What follows belongs to an exercise in optimizing a design on an open flow for small area; a production flow would make more cautious choices.
The RTL was checked by simulation tests, not by an equivalence proof against the original design.
Power figures rest on the tool's default switching activity, not on a simulated workload.

==> flow/design.v (excerpt) <==
module MasterShell(
    input             i_clk,
    input             i_reset,
    input      [7:0]  i_dat,
    output     [7:0]  o_dat,
    output    [15:0]  o_addr,
    output            o_cs,
    output            o_we,
    input             i_ack,
    output            o_hsync,
    output            o_vsync,
    output            o_pixel,
    input             i_uart_rx,
    output            o_uart_tx
);
Size: ~42 I/O pins.
clock: 10.0 ns
lec_check: 0
cap_margin: 20
core_margin: 2
core_utilization: 40
cts_buf_list: sky130_fd_sc_hd__clkbuf_8
slew_margin: 20
standard.sh (not shown) runs the stock make flow with config.mk's settings and CLKGATE_MAP_FILE= SYNTH_SCRIPT=/design/flow/synth_recipe.tcl, a recipe that flattens the netlist after the stock synthesis.
==> flow/flow/run.sh <==
#!/bin/bash
# Standard synthesis, then the combinational logic remapped for area with
# Yosys/ABC (flip-flops untouched), then the standard layout with buf_1 port
# buffers and a clock tree of clkbuf_4 without dummy loads (clkbuf_8 if the
# flip-flop clock pins' slew comes out too high).
set -euo pipefail
W=$PWD
F=$W/flow
R=$W/orfs/results/$FLOW_PLATFORM/MasterShell/base
LIB=$FLOW_HOME/platforms/$FLOW_PLATFORM/lib/sky130_fd_sc_hd__tt_025C_1v80.lib

bash standard.sh synth > $W/std_synth.log 2>&1

mkdir -p $W/resyn
python3 $F/splitlib.py $LIB $F/dontuse.txt $W/resyn > $W/splitlib.log 2>&1
cp $R/1_2_yosys.v $W/resyn/in.v
cp $F/resyn.ys $F/abc.script $W/resyn/
(cd $W/resyn && yosys -l $W/resyn.log -q resyn.ys) > /dev/null 2>&1
cp $W/resyn/out.v $R/1_2_yosys.v
rm -f $R/1_synth.odb $W/resyn/*.lib

PORTS="BUFFER_PORTS_ARGS=-buffer_cell sky130_fd_sc_hd__buf_1"
CTS="CTS_ARGS=-sink_clustering_enable -repair_clock_nets -dont_use_dummy_load -buf_list"
bash standard.sh "$PORTS" "$CTS sky130_fd_sc_hd__clkbuf_4" finish > $W/std_layout.log 2>&1

LIB=$LIB RESULTS=$R OUT=$W/clkslew.txt openroad -no_init -exit $F/clkslew.tcl > $W/clkslew.log 2>&1
if (( $(cat $W/clkslew.txt) > 125 )); then
  mkdir -p $W/first
  mv $R/4_* $R/5_* $R/6_* $W/out/final.def $W/first/
  bash standard.sh "$PORTS" "$CTS sky130_fd_sc_hd__clkbuf_8" finish > $W/std_layout2.log 2>&1
fi
==> flow/flow/abc.script <==
strash
&get -n
&deepsyn -T 60
&put
dch -f
amap
==> flow/flow/clkslew.tcl <==
# Largest slew at a flip-flop clock pin of the final layout, in ps.
read_liberty $::env(LIB)
read_db $::env(RESULTS)/6_final.odb
read_sdc $::env(RESULTS)/6_final.sdc
read_spef $::env(RESULTS)/6_final.spef
set_propagated_clock [all_clocks]
set worst 0
foreach pin [all_registers -clock_pins -edge_triggered] {
  foreach edge {rise fall} {
    foreach analysis {min max} {
      set s [expr {[sta::time_ui_sta [get_property $pin slew_${analysis}_$edge]] * 1e12}]
      set worst [expr {max($worst, $s)}]
    }
  }
}
set f [open $::env(OUT) w]
puts $f [expr {int(ceil($worst))}]
close $f
Other scripts of this flow, unchanged in this note and not shown: flow/flow/dontuse.txt, flow/flow/resyn.ys, flow/flow/splitlib.py
The baseline passed the timing, design-rule and antenna checks.
Edit:
==> flow/flow/run.sh (replaced) <==
#!/bin/bash
# Standard synthesis, then the combinational logic remapped for area with
# Yosys/ABC (flip-flops untouched), then the standard layout.
set -euo pipefail
W=$PWD
F=$W/flow
R=$W/orfs/results/$FLOW_PLATFORM/MasterShell/base
LIB=$FLOW_HOME/platforms/$FLOW_PLATFORM/lib/sky130_fd_sc_hd__tt_025C_1v80.lib

bash standard.sh synth > $W/std_synth.log 2>&1

mkdir -p $W/resyn
python3 $F/splitlib.py $LIB $F/dontuse.txt $W/resyn > $W/splitlib.log 2>&1
cp $R/1_2_yosys.v $W/resyn/in.v
cp $F/resyn.ys $F/abc.script $W/resyn/
(cd $W/resyn && yosys -l $W/resyn.log -q resyn.ys) > /dev/null 2>&1
cp $W/resyn/out.v $R/1_2_yosys.v
rm -f $R/1_synth.odb $W/resyn/*.lib

bash standard.sh finish > $W/std_layout.log 2>&1
==> flow/flow/abc.script (replaced) <==
strash
ifraig
scorr
dc2
balance
rewrite
refactor
balance
rewrite
rewrite -z
balance
refactor -z
rewrite -z
balance
strash
dch -f
amap
--- a/flow/config.mk
+++ b/flow/config.mk
@@ -10,3 +10,2 @@
 export CORE_UTILIZATION = 40
-export CTS_BUF_LIST = sky130_fd_sc_hd__clkbuf_8
 export SLEW_MARGIN = 20
removed: flow/flow/clkslew.tcl
Outcome: Total power climbs by 40%. Setup slack improves by 140 ps. Final area increases by 12%. Utilization grows by 3.7 points. Die area came out higher by 2.7%.

[re-timing with driven ports]
No port has a modelled driver above. Below, the same layouts with a new extraction and two added sets of constraints. Step 1: set_driving_cell puts a clkbuf_16 on i_clk and a buf_2 on each other input, an assumption about the parent block. Step 2 adds t to the input delays and takes it off the output delays; t is the mean of the earliest and latest rising clock arrival at the registers after step 1. Input paths then give back, and output paths get back, about the clock's delay inside the block. Three values: ideal, step 1, step 2; two values: the first two.
run | t, ns | setup WS [ns] | worst hold slack (ns) | slew at the worst register clock pin (ns) | cell pins on the clock port's net
the first run | 0.552 | 4.858 / 4.867 / 4.314 | 0.401 / 0.401 / 0.401 | 0.11 / 0.11 | 1
the second run | 0.461 | 4.997 / 5.013 / 4.552 | 0.421 / 0.421 / 0.421 | 0.06 / 0.06 | 1
After both steps every run listed still meets setup and hold. The setup slack of the first run, which loses most, moves by +0.009 ns with the drivers and by -0.544 ns with both steps.
